This is an optimization exercise on Yosys and OpenROAD, whose aim is small area and a short achievable clock period, not a production implementation. Function was not checked in any run shown here: the RTL went through the layout flow alone.

==> flow/design.v (outline; a module is shown in full before it is edited, if it fits) <==
// module plastic_neuron: 1369 lines
// module pn_inv: 3 lines
// module pn_nand2: 3 lines
// module pn_nor2: 3 lines
// module pn_xor2: 3 lines
// module pn_xnor2: 3 lines
// module pn_aoi21: 3 lines
// module pn_oai21: 3 lines
// module pn_fa: 4 lines
// module pn_ha: 4 lines
module plastic_neuron (
    input wire clk,
    input wire rst,
    input wire [15:0] input_signal,
    input wire [15:0] feedback_error,
    input wire enable_learning,
    output wire [31:0] output_signal
);
  // ...
==> flow/flow/run.sh <==
#!/bin/bash
# Layout flow: the standard flow (standard.sh), with the standard
# synthesis unchanged, and the I/O port buffers made from the plain buffer
# family (buf_N) instead of the delay-buffer cells buffer_ports picks on its
# own, so that repair_timing can size them. Each step's output goes to its
# own log in this folder.
set -euo pipefail
bash standard.sh synth > synth.log 2>&1
bash standard.sh BUFFER_PORTS_ARGS="-buffer_cell sky130_fd_sc_hd__buf_4" finish > layout.log 2>&1
==> flow/standard.sh <==
#!/bin/bash
# synth_recipe.tcl (not shown) runs the flow's synth.tcl, then flattens the netlist and writes it again
# the make line also repeats each setting of config.mk as NAME=value (left out here)
make -C /OpenROAD-flow-scripts/flow DESIGN_CONFIG=/design/flow/config.mk WORK_HOME=/design/flow/orfs CLKGATE_MAP_FILE= SYNTH_SCRIPT=/design/flow/synth_recipe.tcl "${@:-finish}"
==> flow/config.mk <==
export PLATFORM = sky130hd
export DESIGN_NAME = plastic_neuron
export DESIGN_NICKNAME = plastic_neuron
export VERILOG_FILES = /design/flow/design.v
export SDC_FILE = /design/flow/constraint.sdc
export NUM_CORES = 4
export LEC_CHECK = 0
export CAP_MARGIN = 20
export CORE_MARGIN = 2
export CORE_UTILIZATION = 40
export SETUP_SLACK_MARGIN = 3.0
export SLEW_MARGIN = 20
export SYNTH_HIERARCHICAL = 1
==> flow/constraint.sdc <==
create_clock -name core_clock -period 7.0 [get_ports {clk}]
set_input_delay 1.4000 -clock core_clock [delete_from_list [all_inputs] [get_ports {clk}]]
set_output_delay 1.4000 -clock core_clock [all_outputs]
set_load 0.01 [all_outputs]
==> impl_metrics.toml, run 1 <==
[final_layout]
largest_reg_flops = 87
final_cell_area_mm2 = 0.0113
drive_gt1_share_pct = 31.1
largest_register = "cut_q"
nets = 1174

[setup_path]
cp_max_fo = 3
critPathBufInv = 2
slowest_delay_ns = 0.52
setup.worst_path.start = "cut_q[14]$_DFF_PP0_"
worstSetupPathDepth = 10

[timing]
min_period_ns = 4.05
final-setup-viol-count = 0
whs_ns = 0.526

[logic_synthesis]
yosys-top-cells-count = "128 x xnor2_1, 98 x a22oi_1, 96 x dfrtp_1"
syn-instance-count = 1009
async_flop_share_pct = 100
yosysUniqueCellTypes = 37

[floorplanning]
chipHeight_um = 161
pin_count = 67
well_tap_count = 324
core_mm2 = 0.0242
rows = 57

[clock_tree]
cts_root_buf = "clkbuf_16"
cts_made_buffers = 9

[global_route]
grt_pass1_vias = 7652

[place]
post_dp_cell_area_mm2 = 0.0102

[route]
vias_per_cell = 5.46
drc = 0

[worst_hold_path]
hold_end = "weight[8]$_DFFE_PP1P_"

[outcome]
status = "timing/DRC/antenna clean"
==> inputs of run 2 (changes only) <==
--- a/flow/design.v
+++ b/flow/design.v
@@ -751,17 +751,17 @@
   wire as713;
   wire as714;
   wire as715;
   wire as716;
   wire as717;
   wire as718;
   wire as719;
   wire as720;
-  reg [87:0] cut_q;
+  reg [62:0] cut_q;
   assign pp1 = ((input_signal[0] & one0) ^ neg0);
   assign pp2 = (((input_signal[1] & one0) | (input_signal[0] & two0)) ^ neg0);
   assign pp3 = (((input_signal[2] & one0) | (input_signal[1] & two0)) ^ neg0);
   assign pp4 = (((input_signal[3] & one0) | (input_signal[2] & two0)) ^ neg0);
   assign pp5 = (((input_signal[4] & one0) | (input_signal[3] & two0)) ^ neg0);
   assign pp6 = (((input_signal[5] & one0) | (input_signal[4] & two0)) ^ neg0);
   assign pp7 = (((input_signal[6] & one0) | (input_signal[5] & two0)) ^ neg0);
   assign pp8 = (((input_signal[7] & one0) | (input_signal[6] & two0)) ^ neg0);
@@ -986,136 +986,136 @@
   pn_fa u_s309 (.a(c252), .b(c254), .c(s255), .s(s309), .co(c310));
   pn_fa u_s311 (.a(c256), .b(c258), .c(s259), .s(s311), .co(c312));
   pn_fa u_s313 (.a(c260), .b(c262), .c(s263), .s(s313), .co(c314));
   pn_fa u_s315 (.a(c264), .b(c266), .c(s267), .s(s315), .co(c316));
   pn_fa u_s317 (.a(c268), .b(c270), .c(s271), .s(s317), .co(c318));
   pn_fa u_s319 (.a(c272), .b(s273), .c(pp132), .s(s319), .co(c320));
   pn_ha u_s321 (.a(c274), .b(pp133), .s(s321), .co(c322));
   pn_ha u_s323 (.a(pp119), .b(pp134), .s(s323), .co(c324));
-  pn_ha u_s325 (.a(cut_q[0]), .b(cut_q[1]), .s(s325), .co(c326));
-  pn_ha u_s327 (.a(cut_q[2]), .b(cut_q[3]), .s(s327), .co(c328));
-  pn_fa u_s329 (.a(cut_q[4]), .b(cut_q[5]), .c(cut_q[6]), .s(s329), .co(c330));
-  pn_fa u_s331 (.a(cut_q[7]), .b(cut_q[8]), .c(cut_q[9]), .s(s331), .co(c332));
-  pn_fa u_s333 (.a(cut_q[10]), .b(cut_q[11]), .c(cut_q[12]), .s(s333), .co(c334));
-  pn_fa u_s335 (.a(cut_q[13]), .b(cut_q[14]), .c(cut_q[15]), .s(s335), .co(c336));
-  pn_fa u_s337 (.a(cut_q[16]), .b(cut_q[17]), .c(cut_q[18]), .s(s337), .co(c338));
-  pn_fa u_s339 (.a(cut_q[19]), .b(cut_q[20]), .c(cut_q[21]), .s(s339), .co(c340));
-  pn_fa u_s341 (.a(cut_q[22]), .b(cut_q[23]), .c(cut_q[24]), .s(s341), .co(c342));
-  pn_fa u_s343 (.a(cut_q[25]), .b(cut_q[26]), .c(cut_q[27]), .s(s343), .co(c344));
-  pn_fa u_s345 (.a(cut_q[28]), .b(cut_q[29]), .c(cut_q[30]), .s(s345), .co(c346));
-  pn_fa u_s347 (.a(cut_q[31]), .b(cut_q[32]), .c(cut_q[33]), .s(s347), .co(c348));
-  pn_fa u_s349 (.a(cut_q[34]), .b(cut_q[35]), .c(cut_q[36]), .s(s349), .co(c350));
-  pn_fa u_s351 (.a(cut_q[37]), .b(cut_q[38]), .c(cut_q[39]), .s(s351), .co(c352));
-  pn_fa u_s353 (.a(cut_q[40]), .b(cut_q[41]), .c(cut_q[42]), .s(s353), .co(c354));
-  pn_fa u_s355 (.a(cut_q[43]), .b(cut_q[44]), .c(cut_q[45]), .s(s355), .co(c356));
-  pn_fa u_s357 (.a(cut_q[46]), .b(cut_q[47]), .c(cut_q[48]), .s(s357), .co(c358));
-  pn_fa u_s359 (.a(cut_q[49]), .b(cut_q[50]), .c(cut_q[51]), .s(s359), .co(c360));
-  pn_fa u_s361 (.a(cut_q[52]), .b(cut_q[53]), .c(cut_q[54]), .s(s361), .co(c362));
-  pn_fa u_s363 (.a(cut_q[55]), .b(cut_q[56]), .c(cut_q[57]), .s(s363), .co(c364));
-  pn_fa u_s365 (.a(cut_q[58]), .b(cut_q[59]), .c(cut_q[60]), .s(s365), .co(c366));
-  pn_fa u_s367 (.a(cut_q[61]), .b(cut_q[62]), .c(cut_q[63]), .s(s367), .co(c368));
-  pn_fa u_s369 (.a(cut_q[64]), .b(cut_q[65]), .c(cut_q[66]), .s(s369), .co(c370));
-  pn_fa u_s371 (.a(cut_q[67]), .b(cut_q[68]), .c(cut_q[69]), .s(s371), .co(c372));
-  pn_fa u_s373 (.a(cut_q[70]), .b(cut_q[71]), .c(cut_q[72]), .s(s373), .co(c374));
-  pn_fa u_s375 (.a(cut_q[73]), .b(cut_q[74]), .c(cut_q[75]), .s(s375), .co(c376));
-  pn_fa u_s377 (.a(cut_q[76]), .b(cut_q[77]), .c(cut_q[78]), .s(s377), .co(c378));
-  pn_ha u_s379 (.a(cut_q[79]), .b(cut_q[80]), .s(s379), .co(c380));
-  pn_ha u_s381 (.a(cut_q[81]), .b(cut_q[82]), .s(s381), .co(c382));
+  pn_ha u_s325 (.a(pp3), .b(pp18), .s(s325), .co(c326));
+  pn_ha u_s327 (.a(pp4), .b(pp19), .s(s327), .co(c328));
+  pn_fa u_s329 (.a(s275), .b(pp35), .c(neg2), .s(s329), .co(c330));
+  pn_fa u_s331 (.a(c276), .b(s277), .c(pp36), .s(s331), .co(c332));
+  pn_fa u_s333 (.a(c278), .b(s279), .c(neg3), .s(s333), .co(c334));
+  pn_fa u_s335 (.a(c280), .b(s281), .c(pp53), .s(s335), .co(c336));
+  pn_fa u_s337 (.a(c282), .b(s283), .c(neg4), .s(s337), .co(c338));
+  pn_fa u_s339 (.a(c284), .b(s285), .c(s209), .s(s339), .co(c340));
+  pn_fa u_s341 (.a(c286), .b(s287), .c(s213), .s(s341), .co(c342));
+  pn_fa u_s343 (.a(c288), .b(s289), .c(s217), .s(s343), .co(c344));
+  pn_fa u_s345 (.a(c290), .b(s291), .c(s221), .s(s345), .co(c346));
+  pn_fa u_s347 (.a(c292), .b(s293), .c(s225), .s(s347), .co(c348));
+  pn_fa u_s349 (.a(c294), .b(s295), .c(s229), .s(s349), .co(c350));
+  pn_fa u_s351 (.a(c296), .b(s297), .c(s233), .s(s351), .co(c352));
+  pn_fa u_s353 (.a(c298), .b(s299), .c(s237), .s(s353), .co(c354));
+  pn_fa u_s355 (.a(c300), .b(s301), .c(s241), .s(s355), .co(c356));
+  pn_fa u_s357 (.a(c302), .b(s303), .c(s245), .s(s357), .co(c358));
+  pn_fa u_s359 (.a(c304), .b(s305), .c(s249), .s(s359), .co(c360));
+  pn_fa u_s361 (.a(c306), .b(s307), .c(s253), .s(s361), .co(c362));
+  pn_fa u_s363 (.a(c308), .b(s309), .c(s257), .s(s363), .co(c364));
+  pn_fa u_s365 (.a(c310), .b(s311), .c(s261), .s(s365), .co(c366));
+  pn_fa u_s367 (.a(c312), .b(s313), .c(s265), .s(s367), .co(c368));
+  pn_fa u_s369 (.a(c314), .b(s315), .c(s269), .s(s369), .co(c370));
+  pn_fa u_s371 (.a(c316), .b(s317), .c(nb142), .s(s371), .co(c372));
+  pn_fa u_s373 (.a(c318), .b(s319), .c(pp101), .s(s373), .co(c374));
+  pn_fa u_s375 (.a(c320), .b(s321), .c(nb143), .s(s375), .co(c376));
+  pn_fa u_s377 (.a(c322), .b(s323), .c(pp118), .s(s377), .co(c378));
+  pn_ha u_s379 (.a(c324), .b(nb144), .s(s379), .co(c380));
+  pn_ha u_s381 (.a(pp136), .b(pp135), .s(s381), .co(c382));
   assign losum383 = {pp1} + {neg0};
-  pn_xor2 u_ap384 (.a(cut_q[84]), .b(cut_q[85]), .y(ap384));
-  pn_xor2 u_ap385 (.a(s325), .b(cut_q[86]), .y(ap385));
-  pn_xor2 u_ap386 (.a(c326), .b(s327), .y(ap386));
-  pn_xor2 u_ap387 (.a(c328), .b(s329), .y(ap387));
-  pn_xor2 u_ap388 (.a(c330), .b(s331), .y(ap388));
-  pn_xor2 u_ap389 (.a(c332), .b(s333), .y(ap389));
-  pn_xor2 u_ap390 (.a(c334), .b(s335), .y(ap390));
-  pn_xor2 u_ap391 (.a(c336), .b(s337), .y(ap391));
-  pn_xor2 u_ap392 (.a(c338), .b(s339), .y(ap392));
-  pn_xor2 u_ap393 (.a(c340), .b(s341), .y(ap393));
-  pn_xor2 u_ap394 (.a(c342), .b(s343), .y(ap394));
-  pn_xor2 u_ap395 (.a(c344), .b(s345), .y(ap395));
-  pn_xor2 u_ap396 (.a(c346), .b(s347), .y(ap396));
-  pn_xor2 u_ap397 (.a(c348), .b(s349), .y(ap397));
-  pn_xor2 u_ap398 (.a(c350), .b(s351), .y(ap398));
-  pn_xor2 u_ap399 (.a(c352), .b(s353), .y(ap399));
-  pn_xor2 u_ap400 (.a(c354), .b(s355), .y(ap400));
-  pn_xor2 u_ap401 (.a(c356), .b(s357), .y(ap401));
-  pn_xor2 u_ap402 (.a(c358), .b(s359), .y(ap402));
-  pn_xor2 u_ap403 (.a(c360), .b(s361), .y(ap403));
-  pn_xor2 u_ap404 (.a(c362), .b(s363), .y(ap404));
-  pn_xor2 u_ap405 (.a(c364), .b(s365), .y(ap405));
-  pn_xor2 u_ap406 (.a(c366), .b(s367), .y(ap406));
-  pn_xor2 u_ap407 (.a(c368), .b(s369), .y(ap407));
-  pn_xor2 u_ap408 (.a(c370), .b(s371), .y(ap408));
-  pn_xor2 u_ap409 (.a(c372), .b(s373), .y(ap409));
-  pn_xor2 u_ap410 (.a(c374), .b(s375), .y(ap410));
-  pn_xor2 u_ap411 (.a(c376), .b(s377), .y(ap411));
-  pn_xor2 u_ap412 (.a(c378), .b(s379), .y(ap412));
-  pn_xor2 u_ap413 (.a(c380), .b(s381), .y(ap413));
-  pn_xor2 u_ap414 (.a(c382), .b(cut_q[87]), .y(ap414));
-  pn_nand2 u_ag415 (.a(cut_q[84]), .b(cut_q[85]), .y(ag415));
-  pn_nand2 u_ag416 (.a(s325), .b(cut_q[86]), .y(ag416));
-  pn_nand2 u_ag417 (.a(c326), .b(s327), .y(ag417));
-  pn_nand2 u_ag418 (.a(c328), .b(s329), .y(ag418));
-  pn_nand2 u_ag419 (.a(c330), .b(s331), .y(ag419));
-  pn_nand2 u_ag420 (.a(c332), .b(s333), .y(ag420));
-  pn_nand2 u_ag421 (.a(c334), .b(s335), .y(ag421));
-  pn_nand2 u_ag422 (.a(c336), .b(s337), .y(ag422));
-  pn_nand2 u_ag423 (.a(c338), .b(s339), .y(ag423));
-  pn_nand2 u_ag424 (.a(c340), .b(s341), .y(ag424));
-  pn_nand2 u_ag425 (.a(c342), .b(s343), .y(ag425));
-  pn_nand2 u_ag426 (.a(c344), .b(s345), .y(ag426));
-  pn_nand2 u_ag427 (.a(c346), .b(s347), .y(ag427));
-  pn_nand2 u_ag428 (.a(c348), .b(s349), .y(ag428));
-  pn_nand2 u_ag429 (.a(c350), .b(s351), .y(ag429));
-  pn_nand2 u_ag430 (.a(c352), .b(s353), .y(ag430));
-  pn_nand2 u_ag431 (.a(c354), .b(s355), .y(ag431));
-  pn_nand2 u_ag432 (.a(c356), .b(s357), .y(ag432));
-  pn_nand2 u_ag433 (.a(c358), .b(s359), .y(ag433));
-  pn_nand2 u_ag434 (.a(c360), .b(s361), .y(ag434));
-  pn_nand2 u_ag435 (.a(c362), .b(s363), .y(ag435));
-  pn_nand2 u_ag436 (.a(c364), .b(s365), .y(ag436));
-  pn_nand2 u_ag437 (.a(c366), .b(s367), .y(ag437));
-  pn_nand2 u_ag438 (.a(c368), .b(s369), .y(ag438));
-  pn_nand2 u_ag439 (.a(c370), .b(s371), .y(ag439));
-  pn_nand2 u_ag440 (.a(c372), .b(s373), .y(ag440));
-  pn_nand2 u_ag441 (.a(c374), .b(s375), .y(ag441));
-  pn_nand2 u_ag442 (.a(c376), .b(s377), .y(ag442));
-  pn_nand2 u_ag443 (.a(c378), .b(s379), .y(ag443));
-  pn_nand2 u_ag444 (.a(c380), .b(s381), .y(ag444));
-  pn_nor2 u_at445 (.a(s325), .b(cut_q[86]), .y(at445));
-  pn_nor2 u_at446 (.a(c326), .b(s327), .y(at446));
-  pn_nor2 u_at447 (.a(c328), .b(s329), .y(at447));
-  pn_nor2 u_at448 (.a(c330), .b(s331), .y(at448));
-  pn_nor2 u_at449 (.a(c332), .b(s333), .y(at449));
-  pn_nor2 u_at450 (.a(c334), .b(s335), .y(at450));
-  pn_nor2 u_at451 (.a(c336), .b(s337), .y(at451));
-  pn_nor2 u_at452 (.a(c338), .b(s339), .y(at452));
-  pn_nor2 u_at453 (.a(c340), .b(s341), .y(at453));
-  pn_nor2 u_at454 (.a(c342), .b(s343), .y(at454));
-  pn_nor2 u_at455 (.a(c344), .b(s345), .y(at455));
-  pn_nor2 u_at456 (.a(c346), .b(s347), .y(at456));
-  pn_nor2 u_at457 (.a(c348), .b(s349), .y(at457));
-  pn_nor2 u_at458 (.a(c350), .b(s351), .y(at458));
-  pn_nor2 u_at459 (.a(c352), .b(s353), .y(at459));
-  pn_nor2 u_at460 (.a(c354), .b(s355), .y(at460));
-  pn_nor2 u_at461 (.a(c356), .b(s357), .y(at461));
-  pn_nor2 u_at462 (.a(c358), .b(s359), .y(at462));
-  pn_nor2 u_at463 (.a(c360), .b(s361), .y(at463));
-  pn_nor2 u_at464 (.a(c362), .b(s363), .y(at464));
-  pn_nor2 u_at465 (.a(c364), .b(s365), .y(at465));
-  pn_nor2 u_at466 (.a(c366), .b(s367), .y(at466));
-  pn_nor2 u_at467 (.a(c368), .b(s369), .y(at467));
-  pn_nor2 u_at468 (.a(c370), .b(s371), .y(at468));
-  pn_nor2 u_at469 (.a(c372), .b(s373), .y(at469));
-  pn_nor2 u_at470 (.a(c374), .b(s375), .y(at470));
-  pn_nor2 u_at471 (.a(c376), .b(s377), .y(at471));
-  pn_nor2 u_at472 (.a(c378), .b(s379), .y(at472));
-  pn_nor2 u_at473 (.a(c380), .b(s381), .y(at473));
+  pn_xor2 u_ap384 (.a(cut_q[1]), .b(cut_q[32]), .y(ap384));
+  pn_xor2 u_ap385 (.a(cut_q[2]), .b(cut_q[33]), .y(ap385));
+  pn_xor2 u_ap386 (.a(cut_q[3]), .b(cut_q[34]), .y(ap386));
+  pn_xor2 u_ap387 (.a(cut_q[4]), .b(cut_q[35]), .y(ap387));
+  pn_xor2 u_ap388 (.a(cut_q[5]), .b(cut_q[36]), .y(ap388));
+  pn_xor2 u_ap389 (.a(cut_q[6]), .b(cut_q[37]), .y(ap389));
+  pn_xor2 u_ap390 (.a(cut_q[7]), .b(cut_q[38]), .y(ap390));
+  pn_xor2 u_ap391 (.a(cut_q[8]), .b(cut_q[39]), .y(ap391));
+  pn_xor2 u_ap392 (.a(cut_q[9]), .b(cut_q[40]), .y(ap392));
+  pn_xor2 u_ap393 (.a(cut_q[10]), .b(cut_q[41]), .y(ap393));
+  pn_xor2 u_ap394 (.a(cut_q[11]), .b(cut_q[42]), .y(ap394));
+  pn_xor2 u_ap395 (.a(cut_q[12]), .b(cut_q[43]), .y(ap395));
+  pn_xor2 u_ap396 (.a(cut_q[13]), .b(cut_q[44]), .y(ap396));
+  pn_xor2 u_ap397 (.a(cut_q[14]), .b(cut_q[45]), .y(ap397));
+  pn_xor2 u_ap398 (.a(cut_q[15]), .b(cut_q[46]), .y(ap398));
+  pn_xor2 u_ap399 (.a(cut_q[16]), .b(cut_q[47]), .y(ap399));
+  pn_xor2 u_ap400 (.a(cut_q[17]), .b(cut_q[48]), .y(ap400));
+  pn_xor2 u_ap401 (.a(cut_q[18]), .b(cut_q[49]), .y(ap401));
+  pn_xor2 u_ap402 (.a(cut_q[19]), .b(cut_q[50]), .y(ap402));
+  pn_xor2 u_ap403 (.a(cut_q[20]), .b(cut_q[51]), .y(ap403));
+  pn_xor2 u_ap404 (.a(cut_q[21]), .b(cut_q[52]), .y(ap404));
+  pn_xor2 u_ap405 (.a(cut_q[22]), .b(cut_q[53]), .y(ap405));
+  pn_xor2 u_ap406 (.a(cut_q[23]), .b(cut_q[54]), .y(ap406));
+  pn_xor2 u_ap407 (.a(cut_q[24]), .b(cut_q[55]), .y(ap407));
+  pn_xor2 u_ap408 (.a(cut_q[25]), .b(cut_q[56]), .y(ap408));
+  pn_xor2 u_ap409 (.a(cut_q[26]), .b(cut_q[57]), .y(ap409));
+  pn_xor2 u_ap410 (.a(cut_q[27]), .b(cut_q[58]), .y(ap410));
+  pn_xor2 u_ap411 (.a(cut_q[28]), .b(cut_q[59]), .y(ap411));
+  pn_xor2 u_ap412 (.a(cut_q[29]), .b(cut_q[60]), .y(ap412));
+  pn_xor2 u_ap413 (.a(cut_q[30]), .b(cut_q[61]), .y(ap413));
+  pn_xor2 u_ap414 (.a(cut_q[31]), .b(cut_q[62]), .y(ap414));
+  pn_nand2 u_ag415 (.a(cut_q[1]), .b(cut_q[32]), .y(ag415));
+  pn_nand2 u_ag416 (.a(cut_q[2]), .b(cut_q[33]), .y(ag416));
+  pn_nand2 u_ag417 (.a(cut_q[3]), .b(cut_q[34]), .y(ag417));
+  pn_nand2 u_ag418 (.a(cut_q[4]), .b(cut_q[35]), .y(ag418));
+  pn_nand2 u_ag419 (.a(cut_q[5]), .b(cut_q[36]), .y(ag419));
+  pn_nand2 u_ag420 (.a(cut_q[6]), .b(cut_q[37]), .y(ag420));
+  pn_nand2 u_ag421 (.a(cut_q[7]), .b(cut_q[38]), .y(ag421));
+  pn_nand2 u_ag422 (.a(cut_q[8]), .b(cut_q[39]), .y(ag422));
+  pn_nand2 u_ag423 (.a(cut_q[9]), .b(cut_q[40]), .y(ag423));
+  pn_nand2 u_ag424 (.a(cut_q[10]), .b(cut_q[41]), .y(ag424));
+  pn_nand2 u_ag425 (.a(cut_q[11]), .b(cut_q[42]), .y(ag425));
+  pn_nand2 u_ag426 (.a(cut_q[12]), .b(cut_q[43]), .y(ag426));
+  pn_nand2 u_ag427 (.a(cut_q[13]), .b(cut_q[44]), .y(ag427));
+  pn_nand2 u_ag428 (.a(cut_q[14]), .b(cut_q[45]), .y(ag428));
+  pn_nand2 u_ag429 (.a(cut_q[15]), .b(cut_q[46]), .y(ag429));
+  pn_nand2 u_ag430 (.a(cut_q[16]), .b(cut_q[47]), .y(ag430));
+  pn_nand2 u_ag431 (.a(cut_q[17]), .b(cut_q[48]), .y(ag431));
+  pn_nand2 u_ag432 (.a(cut_q[18]), .b(cut_q[49]), .y(ag432));
+  pn_nand2 u_ag433 (.a(cut_q[19]), .b(cut_q[50]), .y(ag433));
+  pn_nand2 u_ag434 (.a(cut_q[20]), .b(cut_q[51]), .y(ag434));
+  pn_nand2 u_ag435 (.a(cut_q[21]), .b(cut_q[52]), .y(ag435));
+  pn_nand2 u_ag436 (.a(cut_q[22]), .b(cut_q[53]), .y(ag436));
+  pn_nand2 u_ag437 (.a(cut_q[23]), .b(cut_q[54]), .y(ag437));
+  pn_nand2 u_ag438 (.a(cut_q[24]), .b(cut_q[55]), .y(ag438));
+  pn_nand2 u_ag439 (.a(cut_q[25]), .b(cut_q[56]), .y(ag439));
+  pn_nand2 u_ag440 (.a(cut_q[26]), .b(cut_q[57]), .y(ag440));
+  pn_nand2 u_ag441 (.a(cut_q[27]), .b(cut_q[58]), .y(ag441));
+  pn_nand2 u_ag442 (.a(cut_q[28]), .b(cut_q[59]), .y(ag442));
+  pn_nand2 u_ag443 (.a(cut_q[29]), .b(cut_q[60]), .y(ag443));
+  pn_nand2 u_ag444 (.a(cut_q[30]), .b(cut_q[61]), .y(ag444));
+  pn_nor2 u_at445 (.a(cut_q[2]), .b(cut_q[33]), .y(at445));
+  pn_nor2 u_at446 (.a(cut_q[3]), .b(cut_q[34]), .y(at446));
+  pn_nor2 u_at447 (.a(cut_q[4]), .b(cut_q[35]), .y(at447));
+  pn_nor2 u_at448 (.a(cut_q[5]), .b(cut_q[36]), .y(at448));
+  pn_nor2 u_at449 (.a(cut_q[6]), .b(cut_q[37]), .y(at449));
+  pn_nor2 u_at450 (.a(cut_q[7]), .b(cut_q[38]), .y(at450));
+  pn_nor2 u_at451 (.a(cut_q[8]), .b(cut_q[39]), .y(at451));
+  pn_nor2 u_at452 (.a(cut_q[9]), .b(cut_q[40]), .y(at452));
+  pn_nor2 u_at453 (.a(cut_q[10]), .b(cut_q[41]), .y(at453));
+  pn_nor2 u_at454 (.a(cut_q[11]), .b(cut_q[42]), .y(at454));
+  pn_nor2 u_at455 (.a(cut_q[12]), .b(cut_q[43]), .y(at455));
+  pn_nor2 u_at456 (.a(cut_q[13]), .b(cut_q[44]), .y(at456));
+  pn_nor2 u_at457 (.a(cut_q[14]), .b(cut_q[45]), .y(at457));
+  pn_nor2 u_at458 (.a(cut_q[15]), .b(cut_q[46]), .y(at458));
+  pn_nor2 u_at459 (.a(cut_q[16]), .b(cut_q[47]), .y(at459));
+  pn_nor2 u_at460 (.a(cut_q[17]), .b(cut_q[48]), .y(at460));
+  pn_nor2 u_at461 (.a(cut_q[18]), .b(cut_q[49]), .y(at461));
+  pn_nor2 u_at462 (.a(cut_q[19]), .b(cut_q[50]), .y(at462));
+  pn_nor2 u_at463 (.a(cut_q[20]), .b(cut_q[51]), .y(at463));
+  pn_nor2 u_at464 (.a(cut_q[21]), .b(cut_q[52]), .y(at464));
+  pn_nor2 u_at465 (.a(cut_q[22]), .b(cut_q[53]), .y(at465));
+  pn_nor2 u_at466 (.a(cut_q[23]), .b(cut_q[54]), .y(at466));
+  pn_nor2 u_at467 (.a(cut_q[24]), .b(cut_q[55]), .y(at467));
+  pn_nor2 u_at468 (.a(cut_q[25]), .b(cut_q[56]), .y(at468));
+  pn_nor2 u_at469 (.a(cut_q[26]), .b(cut_q[57]), .y(at469));
+  pn_nor2 u_at470 (.a(cut_q[27]), .b(cut_q[58]), .y(at470));
+  pn_nor2 u_at471 (.a(cut_q[28]), .b(cut_q[59]), .y(at471));
+  pn_nor2 u_at472 (.a(cut_q[29]), .b(cut_q[60]), .y(at472));
+  pn_nor2 u_at473 (.a(cut_q[30]), .b(cut_q[61]), .y(at473));
   pn_oai21 u_pg474 (.g1(ag416), .t1(at445), .g0(ag415), .y(pg474));
   pn_oai21 u_pg475 (.g1(ag417), .t1(at446), .g0(ag416), .y(pg475));
   pn_nor2 u_pt476 (.a(at446), .b(at445), .y(pt476));
   pn_oai21 u_pg477 (.g1(ag418), .t1(at447), .g0(ag417), .y(pg477));
   pn_nor2 u_pt478 (.a(at447), .b(at446), .y(pt478));
   pn_oai21 u_pg479 (.g1(ag419), .t1(at448), .g0(ag418), .y(pg479));
   pn_nor2 u_pt480 (.a(at448), .b(at447), .y(pt480));
   pn_oai21 u_pg481 (.g1(ag420), .t1(at449), .g0(ag419), .y(pg481));
@@ -1355,22 +1355,22 @@
   pn_xor2 u_as715 (.a(ap409), .b(pg685), .y(as715));
   pn_xor2 u_as716 (.a(ap410), .b(pg686), .y(as716));
   pn_xor2 u_as717 (.a(ap411), .b(pg687), .y(as717));
   pn_xor2 u_as718 (.a(ap412), .b(pg688), .y(as718));
   pn_xor2 u_as719 (.a(ap413), .b(pg689), .y(as719));
   pn_xor2 u_as720 (.a(ap414), .b(pg690), .y(as720));
   always @(posedge clk or posedge rst) begin
     if (rst) begin
-      cut_q <= 88'd0;
+      cut_q <= 63'd0;
     end else begin
-      cut_q <= {1'b1, neg1, losum383[1], pp2, losum383[0], pp135, pp136, nb144, c324, pp118, s323, c322, nb143, s321, c320, pp101, s319, c318, nb142, s317, c316, s269, s315, c314, s265, s313, c312, s261, s311, c310, s257, s309, c308, s253, s307, c306, s249, s305, c304, s245, s303, c302, s241, s301, c300, s237, s299, c298, s233, s297, c296, s229, s295, c294, s225, s293, c292, s221, s291, c290, s217, s289, c288, s213, s287, c286, s209, s285, c284, neg4, s283, c282, pp53, s281, c280, neg3, s279, c278, pp36, s277, c276, neg2, pp35, s275, pp19, pp4, pp18, pp3};
+      cut_q <= {1'b1, s381, s379, s377, s375, s373, s371, s369, s367, s365, s363, s361, s359, s357, s355, s353, s351, s349, s347, s345, s343, s341, s339, s337, s335, s333, s331, s329, s327, neg1, losum383[1], c382, c380, c378, c376, c374, c372, c370, c368, c366, c364, c362, c360, c358, c356, c354, c352, c350, c348, c346, c344, c342, c340, c338, c336, c334, c332, c330, c328, c326, s325, pp2, losum383[0]};
     end
   end
-  assign output_signal = {{as720, as719, as718, as717, as716, as715, as714, as713, as712, as711, as710, as709, as708, as707, as706, as705, as704, as703, as702, as701, as700, as699, as698, as697, as696, as695, as694, as693, as692, as691, ap384}, {cut_q[83]}};
+  assign output_signal = {{as720, as719, as718, as717, as716, as715, as714, as713, as712, as711, as710, as709, as708, as707, as706, as705, as704, as703, as702, as701, as700, as699, as698, as697, as696, as695, as694, as693, as692, as691, ap384}, {cut_q[0]}};
 endmodule
 module pn_inv (input wire a, output wire y);
   assign y = ~a;
 endmodule
 module pn_nand2 (input wire a, input wire b, output wire y);
   assign y = ~(a & b);
 endmodule
 module pn_nor2 (input wire a, input wire b, output wire y);
==> flow/run.sh (new file) <==
#!/bin/bash
# synth_recipe.tcl (not shown) runs the flow's synth.tcl, then flattens the netlist and writes it again
# the make line also repeats each setting of config.mk as NAME=value (left out here)
make -C /OpenROAD-flow-scripts/flow DESIGN_CONFIG=/design/flow/config.mk WORK_HOME=/design/flow/orfs CLKGATE_MAP_FILE= SYNTH_SCRIPT=/design/flow/synth_recipe.tcl finish
removed: flow/flow/run.sh
removed: flow/standard.sh
==> run 2 against run 1 <==
Effect of this change: hold slack got worse by 0.0071 ns; worst setup slack better by 0.11 ns; final cell count fell by 4.6%; still clean on timing, DRC and antenna; largest cell class unchanged.
==> impl_metrics.toml, run 2 <==
[outcome]
status = "timing/DRC/antenna clean"

[global_route]
grt_pass1_wl_um = 39400
grt_start_max_net_pins = 78
grt_overflow = 0
grt_pass1_vias = 7302
antenna_found_initial = 0
track_usage_pct = 20.9

[logic_synthesis]
syn-instance-count = 984
ys_top_cells_by_area = "fa_1 20%, dfrtp_1 19%, xnor2_1 12%"
yosysWarnings = 7
ys_seq_elements = 77
synth-seq-area-share_pct = 21.0
yosysMostFrequentCell = "xnor2_1"
synth_area_mm2 = 0.00920
synth_edf_count = 0
avgSynthCellArea_um2 = 9.35
syn_nets = 1146
yosysUniqueCellTypes = 37
yosys-top-cells-count = "128 x xnor2_1, 98 x a22oi_1, 90 x fa_1"
synth_ff_type = "dfrtp_1"
async_flop_share_pct = 100
synth_top_area_share_pct = 19.6
yosys.area.top_type = "fa_1"

[final_layout]
reg_top3 = "cut_q x62, weight x15"
largest_register = "cut_q"
largest_reg_flops = 62
final_common_cell = "xnor2_1"
nets = 1151
drive_gt1_share_pct = 20.8
area_delta_synth_final_pct = 14.7
most-common-layout-cells = "127 x xnor2_1, 87 x a22oi_1, 85 x nand2_1"
diodes = 0
instances_no_fill = 1279

[route]
routed_wl_um = 25200
vias_per_cell = 5.55
wl_per_cell_um = 19.7
first_pass_iters = 6
vias = 7101
drt_iter0_markers = 524
drc = 0
ant_nets = 0

[clock_tree]
cts_sinks = 77
h-tree-depth = 3
cts_tree = "yes"
cts_root_buf = "clkbuf_16"
clockBufferDepth = 2
clk_pin_slew_ns = 0.06
cts_made_buffers = 9
holdBufCountCts = 0
clock_latency_ns = 0.35

[timing]
skew_ns = 0.00748
min_period_ns = 3.94
max_freq_mhz = 254
hold_viol = 0
slew_headroom_pct = 35.6
final-setup-viol-count = 0
rsz0062_at_grt = "yes"
fin_setup_tns_ns = 0
finalMaxSlewViolations = 0
min_period_over_period_pct = 56.2
worstMarginPinSlew_ns = 0.966

[place]
post-place-cells = 1242
portBuffers = 65
dp.final_hpwl_um = 18800
gp_congestion = 0.938

[setup_path]
cp_max_fo = 16
path_cells = "clkdlybuf4s18_2 > a22oi_1 > xnor2_1 > fa_1 > fa_1 > fa_1 > fa_1"
cp_slowest_cell = "fa_1"
required_ns = 7.21
slowest_delay_ns = 0.55
critPathBufInv = 1
setup.worst_path.start = "input_signal[8]"
worstSetupPathType = "in2reg"
arrival_ns = 4.15
crit_top_cell = "fa_1"
timing.rr.start = "weight[3]$_DFFE_PP1P_"
crit_family = "adder cells"
end_kind = "flip-flop"
start_kind = "input port"

[floorplanning]
pin_count = 67
die-area_mm2 = 0.0242
die_w_um = 156
core_mm2 = 0.0226
start_util_pct = 40.7
chipHeight_um = 156
rows = 55

[worst_hold_path]
min_path_type = "reg2reg"
hold_start = "weight[14]$_DFFE_PP0P_"

[run]
cap_violations = 0
==> run 2: cell count changes in the layout (fill, tap and decap cells not counted), moves of 10 or more <==
cell             change
buf_4               -67
nand2_2             -17
clkdlybuf4s50_1     +49
buf_2               +10
nor2_1              +35
dfrtp_1             -27
nor2_4              -40
o21ai_2             -24
o21ai_1             +22
nand2_1             +16
a22oi_1             -11
a22oi_2             +11
==> run 2: final timing paths <==
path	endpoint	slack (ns)	cells after the start
max in group asynchronous	weight[11]$_DFFE_PP0P_	4.64	3
min in group asynchronous	cut_q[31]$_DFF_PP0_	1.64	3
setup reg to reg	cut_q[52]$_DFF_PP0_	3.09	9
hold / removal	weight[14]$_DFFE_PP0P_	0.52	1
setup / recovery	cut_q[50]$_DFF_PP0_	3.06	7
hold reg to reg	weight[14]$_DFFE_PP0P_	0.52	1
==> run 2: layout make-up <==
| type | instances | area, um2 |
|---|---|---|
| fillers | 2140 | 12100 |
| flip-flops and latches | 77 | 1950 |
| clock inverters | 6 | 92.6 |
| repair buffers | 95 | 847 |
| multi-input cells | 788 | 6990 |
| inverters | 18 | 73.8 |
| well taps | 285 | 357 |
| clock buffers | 10 | 239 |
==> run 2: what timing repair did <==
action | in CTS | in global routing
buffers inserted | 5 | 16
pin swaps | 2 | 6
setup endpoints to repair | 49 | 36
resized for setup | 70 | 82
cloned | 0 | 0
==> run 2: metal layers <==
metal	share of wire (%)	track usage (%)
met5	0	0
met4	2.7	6.82
met3	6.9	4.53
met2	46	33.8
met1	44	28.1
==> run 2: cells by family after synthesis <==
logic type | after synthesis | synth area share (%)
xor+xnor | 196 | 18.7
compound gates | 240 | 18.1
buf+inv | 119 | 6.84
simple gates | 222 | 10.6
mux | 1 | 0.122
fa+ha+maj | 127 | 24.6
other cells | 2 | 0.0816
flops | 77 | 21.0
==> run 2: Yosys stat by module (local to each module, per instance) <==
| module | flops+latches | area (um2) | copies in the design |
|---|---|---|---|
| plastic_neuron | 77 | 5130 | 1 |
| pn_aoi21 | 0 | 8.76 | 50 |
| pn_fa | 0 | 20.0 | 90 |
| pn_ha | 0 | 12.5 | 29 |
| pn_inv | 0 | 3.75 | 8 |
| pn_nand2 | 0 | 3.75 | 70 |
| pn_nor2 | 0 | 3.75 | 79 |
| pn_oai21 | 0 | 5.00 | 69 |
| pn_xnor2 | 0 | 8.76 | 11 |
| pn_xor2 | 0 | 8.76 | 50 |
==> run 2: through the flow <==
stage,worst slack (ns),hold WS [ns],utilization (%),area [um2]
final,3.06,0.519,46.6,10600
after detailed placement,2.06,0.512,43.3,9810
after global routing,2.93,0.536,46.6,10600
after CTS,2.99,0.527,45.4,10300
after floorplan,2.96,0.385,-,9330
after global placement,2.08,0.510,43.3,9810
==> inputs of run 3 (changes only) <==
==> flow/flow/run.sh (new file) <==
#!/bin/bash
# Layout flow: the standard flow (standard.sh), with the standard
# synthesis unchanged, and the I/O port buffers made from the plain buffer
# family (buf_N) instead of the delay-buffer cells buffer_ports picks on its
# own, so that repair_timing can size them. Each step's output goes to its
# own log in this folder.
set -euo pipefail
bash standard.sh synth > synth.log 2>&1
bash standard.sh BUFFER_PORTS_ARGS="-buffer_cell sky130_fd_sc_hd__buf_4" finish > layout.log 2>&1
==> flow/standard.sh (new file) <==
#!/bin/bash
# synth_recipe.tcl (not shown) runs the flow's synth.tcl, then flattens the netlist and writes it again
# the make line also repeats each setting of config.mk as NAME=value (left out here)
make -C /OpenROAD-flow-scripts/flow DESIGN_CONFIG=/design/flow/config.mk WORK_HOME=/design/flow/orfs CLKGATE_MAP_FILE= SYNTH_SCRIPT=/design/flow/synth_recipe.tcl "${@:-finish}"
removed: flow/run.sh
==> run 3 against run 2 <==
Effect of this change: register-to-register slack improved by 0.05 ns; hold slack improved by 0.0074 ns; maximum frequency increased by 2.0%; synthesized cell count unchanged; final cell count decreased by 1.0%; die area unchanged; worst setup slack improved by 0.079 ns; synthesized area unchanged; critical path type is now reg2reg; largest cell class unchanged.
==> impl_metrics.toml, run 3 <==
[outcome]
status = "timing/DRC/antenna clean"

[logic_synthesis]
synth_area_mm2 = 0.00920
ys_top_cells_by_area = "fa_1 20%, dfrtp_1 19%, xnor2_1 12%"
yosysWarnings = 7
async_flop_share_pct = 100
yosys.area.top_type = "fa_1"
synth_edf_count = 0
avgSynthCellArea_um2 = 9.35
ys_seq_elements = 77
yosysUniqueCellTypes = 37
yosysMostFrequentCell = "xnor2_1"
syn-instance-count = 984
synth_top_area_share_pct = 19.6
synth-seq-area-share_pct = 21.0
syn_nets = 1146
yosys-top-cells-count = "128 x xnor2_1, 98 x a22oi_1, 90 x fa_1"
synth_ff_type = "dfrtp_1"

[route]
drt_iter0_markers = 532
wl_per_cell_um = 19.7
routed_wl_um = 24900
drc = 0
vias = 7088
first_pass_iters = 5
vias_per_cell = 5.60
ant_nets = 0

[timing]
min_period_over_period_pct = 55.1
slew_headroom_pct = 52.2
fin_setup_tns_ns = 0
final-setup-viol-count = 0
max_freq_mhz = 259
setup_ws_ns = 3.14
skew_ns = 0.0143
finalMaxSlewViolations = 0
worstMarginPinSlew_ns = 0.718
rsz0062_at_grt = "yes"
hold_viol = 0
min_period_ns = 3.86

[setup_path]
end_kind = "flip-flop"
cp_slowest_cell = "dfstp_4"
start_kind = "flip-flop"
slowest_delay_ns = 0.86
required_ns = 7.21
worstSetupPathType = "reg2reg"
crit_top_cell = "fa_1"
cp_max_fo = 25
arrival_ns = 4.06
path_cells = "ha_2 > a22oi_1 > xnor2_1 > fa_1 > fa_1 > fa_1 > fa_1"

[global_route]
grt_start_max_net_pins = 56
grt_pass1_vias = 7062
grt_overflow = 0
grt_pass1_wl_um = 39100
track_usage_pct = 20.9
antenna_found_initial = 0

[place]
gp_congestion = 0.918
dpl_worst_slack_ns = 2.37
portBuffers = 65
dp.final_hpwl_um = 18800

[clock_tree]
cts_root_buf = "clkbuf_16"
cts_made_buffers = 9
clk_pin_slew_ns = 0.07
cts_tree = "yes"
clock_latency_ns = 0.35
clockBufferDepth = 2
h-tree-depth = 3
cts_sinks = 77

[final_layout]
nets = 1138
largest_reg_flops = 62
multi_input_area_mm2 = 0.00675
reg_top3 = "cut_q x62, weight x15"
largest_register = "cut_q"
most-common-layout-cells = "127 x xnor2_1, 87 x nand2_1, 87 x nor2_1, 87 x a22oi_1, 84 x fa_1"
regArea_mm2 = 0.00195
final_common_cell = "xnor2_1"
area_delta_synth_final_pct = 9.60
drive_gt1_share_pct = 19.1
diodes = 0
nFillCells = 2156

[worst_hold_path]
min_path_type = "reg2reg"

[floorplanning]
core_mm2 = 0.0226
start_util_pct = 40.7
die-area_mm2 = 0.0242
pin_count = 67
chipHeight_um = 156
die_w_um = 156
rows = 55

[run]
cap_violations = 0
-- run 3: cell counts after synthesis --
Identical to the previous run, type by type.
-- run 3: logic make-up after synthesis --
group | count (synthesis) | share of synthesized area, %
adder cells (fa/ha/maj) | 127 | 24.6
flip-flops | 77 | 21.0
AO/OA/AOI/OAI | 240 | 18.1
buffers and inverters | 119 | 6.84
multiplexers | 1 | 0.122
other | 2 | 0.0816
AND/OR/NAND/NOR | 222 | 10.6
XOR/XNOR | 196 | 18.7
-- run 3: per-stage QoR --
step           hold WS, ns  instance area, um2  util, %  cells
4_1_cts              0.526               10000     44.2   1260
3_5_place_dp         0.512                9640     42.6   1243
6_report             0.527               10100     44.6   1266
3_3_place_gp         0.511                9640     42.6   1243
2_1_floorplan        0.385                9330        -    984
5_1_grt              0.535               10100     44.6   1266
-- run 3: layout make-up --
class                      instances  share of cell area, %
multi-input combinational        788                   66.9
inverter                          18                  0.732
clock inverter                     7                  0.868
clock buffer                       9                   2.23
sequential                        77                   19.3
tap                              285                   3.54
timing repair buffer              82                   6.41
-- run 3: Yosys stat by module, one instance, submodules excluded --
module | cells | area, um2
plastic_neuron | 528 | 5130
pn_aoi21 | 1 | 8.76
pn_fa | 1 | 20.0
pn_ha | 1 | 12.5
pn_inv | 1 | 3.75
pn_nand2 | 1 | 3.75
pn_nor2 | 1 | 3.75
pn_oai21 | 1 | 5.00
pn_xnor2 | 1 | 8.76
pn_xor2 | 1 | 8.76
-- run 3: routing by layer --
layer / GRT usage, % / wire length (um)
met1: 28.3 / 11100
met3: 3.33 / 1450
met4: 7.12 / 648
met2: 34.2 / 11700
met5: 0 / 0
-- run 3: final timing paths --
check                      depth (start not counted)                      to  slack [ns]             startpoint
max reg2reg                                        7     cut_q[47]$_DFF_PP0_        3.14  weight[5]$_DFFE_PP1P_
max                                                7     cut_q[47]$_DFF_PP0_        3.14  weight[5]$_DFFE_PP1P_
max in group asynchronous                          3     cut_q[42]$_DFF_PP0_        4.90                    rst
min reg2reg                                        1   weight[8]$_DFFE_PP1P_        0.53  weight[8]$_DFFE_PP1P_
min in group asynchronous                          2  weight[15]$_DFFE_PP0P_        1.05                    rst
min                                                1   weight[8]$_DFFE_PP1P_        0.53  weight[8]$_DFFE_PP1P_
-- run 3: critical path: cells and delay by family (launching register included) --
kind            cells  cell delay, ns
compound gates      1            0.26
xor+xnor            1            0.12
flops               1            0.86
fa+ha+maj           5            2.46
-- run 3: repair_timing --
| item | CTS | global route |
|---|---|---|
| endpoints found under the setup margin | 34 | 13 |
| hold buffers | 0 | 0 |
| pin swaps | 0 | 1 |
| buffers inserted | 1 | 6 |
| gates resized for setup | 12 | 3 |
| gates cloned | 0 | 0 |
==> inputs of run 4 (changes only) <==
--- a/flow/config.mk
+++ b/flow/config.mk
@@ -8,6 +8,6 @@
 export CAP_MARGIN = 20
 export CORE_MARGIN = 2
 export CORE_UTILIZATION = 40
-export SETUP_SLACK_MARGIN = 3.0
+export SETUP_SLACK_MARGIN = 3.3
 export SLEW_MARGIN = 20
 export SYNTH_HIERARCHICAL = 1
==> run 4 against run 3 <==
Effect of this change: still clean on timing, DRC and antenna; routed wire length grew 3.2%; sequential share of layout area shrank 0.92 points; die area is the same; critical path type is now in2reg; critical endpoint is now cut_q[50]$_DFF_PP0_.
==> impl_metrics.toml, run 4 <==
[clock_tree]
holdBufCountCts = 0
cts_sinks = 77
cts_tree = "yes"
h-tree-depth = 3
clock_latency_ns = 0.37
cts_made_buffers = 9
clockBufferDepth = 2
cts_root_buf = "clkbuf_16"
clk_pin_slew_ns = 0.07

[final_layout]
largest_reg_flops = 62
nets = 1158
final_common_cell = "xnor2_1"
largest_register = "cut_q"
drive_gt1_share_pct = 26.8
nFillCells = 2096
reg_top3 = "cut_q x62, weight x15"
most-common-layout-cells = "119 x xnor2_1, 86 x nand2_1, 82 x buf_4"
area_delta_synth_final_pct = 15.1
final_cell_area_mm2 = 0.0106
diodes = 0
instances_no_fill = 1286

[global_route]
track_usage_pct = 21.8
grt_pass1_wl_um = 40600
grt_start_max_net_pins = 78
antenna_found_initial = 0
grt_overflow = 0
grt_pass1_vias = 7424

[logic_synthesis]
yosys.area.top_type = "fa_1"
synth_ff_type = "dfrtp_1"
syn-instance-count = 984
yosysWarnings = 7
synth_area_mm2 = 0.00920
avgSynthCellArea_um2 = 9.35
yosysMostFrequentCell = "xnor2_1"
synth-seq-area-share_pct = 21.0
synth_edf_count = 0
ys_seq_elements = 77
syn_nets = 1146
ys_top_cells_by_area = "fa_1 20%, dfrtp_1 19%, xnor2_1 12%"
yosys-top-cells-count = "128 x xnor2_1, 98 x a22oi_1, 90 x fa_1"
synth_top_area_share_pct = 19.6
yosysUniqueCellTypes = 37
async_flop_share_pct = 100

[place]
post_dp_cell_area_mm2 = 0.00973
dpl_worst_slack_ns = 2.35
portBuffers = 65
dp.final_hpwl_um = 18300
post-place-cells = 1243
gp_congestion = 0.908

[timing]
slew_headroom_pct = 52.2
finalMaxSlewViolations = 0
fin_setup_tns_ns = 0
setup_ws_ns = 3.34
worstMarginPinSlew_ns = 0.717
min_period_over_period_pct = 52.3
skew_ns = 0.0157
max_freq_mhz = 273
hold_viol = 0
min_period_ns = 3.66
final-setup-viol-count = 0
rsz0062_at_grt = "yes"

[floorplanning]
rows = 55
start_util_pct = 40.7
core_mm2 = 0.0226
die-area_mm2 = 0.0242
chipHeight_um = 156
die_w_um = 156
pin_count = 67

[run]
cap_violations = 0

[setup_path]
required_ns = 7.23
worstSetupPathType = "in2reg"
crit_family = "adder cells"
cp_max_fo = 16
start_kind = "input port"
critPathBufInv = 1
cp_slowest_cell = "fa_1"
crit_top_cell = "fa_1"
arrival_ns = 3.89
end_kind = "flip-flop"
path_cells = "buf_4 > a22oi_1 > xnor2_1 > fa_1 > fa_1 > fa_1 > fa_2"
rrSetupSlack_ns = 3.38
slowest_delay_ns = 0.62

[route]
vias = 7121
drc = 0
drt_iter0_markers = 487
vias_per_cell = 5.54
first_pass_iters = 6
ant_nets = 0
wl_per_cell_um = 20.0
routed_wl_um = 25700

[worst_hold_path]
min_path_type = "reg2reg"

[outcome]
status = "timing/DRC/antenna clean"
## run 4: changes by cell type in the layout (fill, tap and decap cells not counted), sizes merged
cell / change
buf: +19
bufinv: -1
clkbuf: +1
inv: -3
clkinvlp: +4
## run 4: worst paths after layout
kind                                        start                endpoint  depth (start not counted)
max                               input_signal[5]     cut_q[50]$_DFF_PP0_                          7
min                        weight[12]$_DFFE_PP0P_  weight[12]$_DFFE_PP0P_                          1
max reg2reg                 weight[3]$_DFFE_PP1P_     cut_q[50]$_DFF_PP0_                         10
min reg2reg                weight[12]$_DFFE_PP0P_  weight[12]$_DFFE_PP0P_                          1
max in group asynchronous                     rst   weight[1]$_DFFE_PP0P_                          3
min in group asynchronous                     rst     cut_q[31]$_DFF_PP0_                          3
## run 4: routing by layer
layer / GRT usage (%) / up-vias / share of wire (%) / wire length, um
li1: - / 3318 / - / -
met1: 29.1 / 3442 / 44 / 11400
met2: 35.1 / 311 / 46 / 11700
met3: 3.56 / 50 / 7.2 / 1840
met4: 9.70 / 0 / 3.1 / 794
met5: 0 / - / 0 / 0
## run 4: area by class of cell
| class | count | area, um2 | area share [%] |
|---|---|---|---|
| inverters | 18 | 73.8 | 0.697 |
| well taps | 285 | 357 | 3.37 |
| repair buffers | 101 | 858 | 8.10 |
| flip-flops and latches | 77 | 1950 | 18.4 |
| clock buffers | 10 | 229 | 2.16 |
| repair inverters | 1 | 5.00 | 0.0473 |
| multi-input cells | 788 | 7070 | 66.8 |
| clock inverters | 6 | 47.5 | 0.449 |
## run 4: stage by stage
stage,util (%),hold slack (ns)
after global routing,46.8,0.564
after global placement,43.0,0.519
final,46.8,0.553
after floorplan,-,0.385
after detailed placement,43.0,0.521
after CTS,45.6,0.541
## run 4: cell families (layout without fill, tap and decap cells)
kind of cell | count (synthesis) | in the layout | share of synthesized area (%)
simple gates | 222 | 222 | 10.6
xor+xnor | 196 | 196 | 18.7
compound gates | 240 | 240 | 18.1
fa+ha+maj | 127 | 127 | 24.6
mux | 1 | 1 | 0.122
flops | 77 | 77 | 21.0
buf+inv | 119 | 136 | 6.84
other cells | 2 | 2 | 0.0816
## run 4: timing repair
item | in CTS | in global routing
pin swaps | 3 | 6
cloned | 0 | 1
buffers inserted | 18 | 8
resized for setup | 34 | 40
setup endpoints to repair | 47 | 26
## run 4: Yosys stat by module (local to each module, per instance), a selection
module          cells  times used
plastic_neuron    528           1
pn_ha               1          29
pn_xor2             1          50
pn_xnor2            1          11
pn_aoi21            1          50
pn_oai21            1          69
pn_inv              1           8

-- port drivers added, routing unchanged --
No port has a modelled driver above. Below, the same layouts with a new extraction and two added sets of constraints.
Step 1 (the two cells are an assumption about what drives the block):
set clk [get_ports {clk}]
set_driving_cell -lib_cell sky130_fd_sc_hd__clkbuf_16 $clk
set_driving_cell -lib_cell sky130_fd_sc_hd__buf_2 [delete_from_list [all_inputs] $clk]
Step 2 also shifts input and output timing later by t, the mid clock arrival at the registers, as if the neighbouring blocks saw the same clock.
Slacks: ideal ports / drivers / drivers and shift; pairs: ideal ports / drivers.
run	t (ns)	setup WS [ns]	latest minus earliest clock arrival (ns)	worst data-port slew with drivers (ns)	cell pins on the clock port's net
run 1	0.390	2.951 / 2.909 / 3.117	0.016 / 0.016	0.04	1
run 2	0.389	3.064 / 3.033 / 2.693	0.009 / 0.009	0.03	1
run 3	0.383	3.143 / 3.143 / 2.798	0.014 / 0.014	0.04	1
run 4	0.399	3.336 / 3.333 / 2.934	0.016 / 0.016	0.06	1
After both steps setup and hold are still met in every run listed. The setup slack of run 4, which loses most, moves by -0.003 ns with the drivers and by -0.402 ns with both steps.
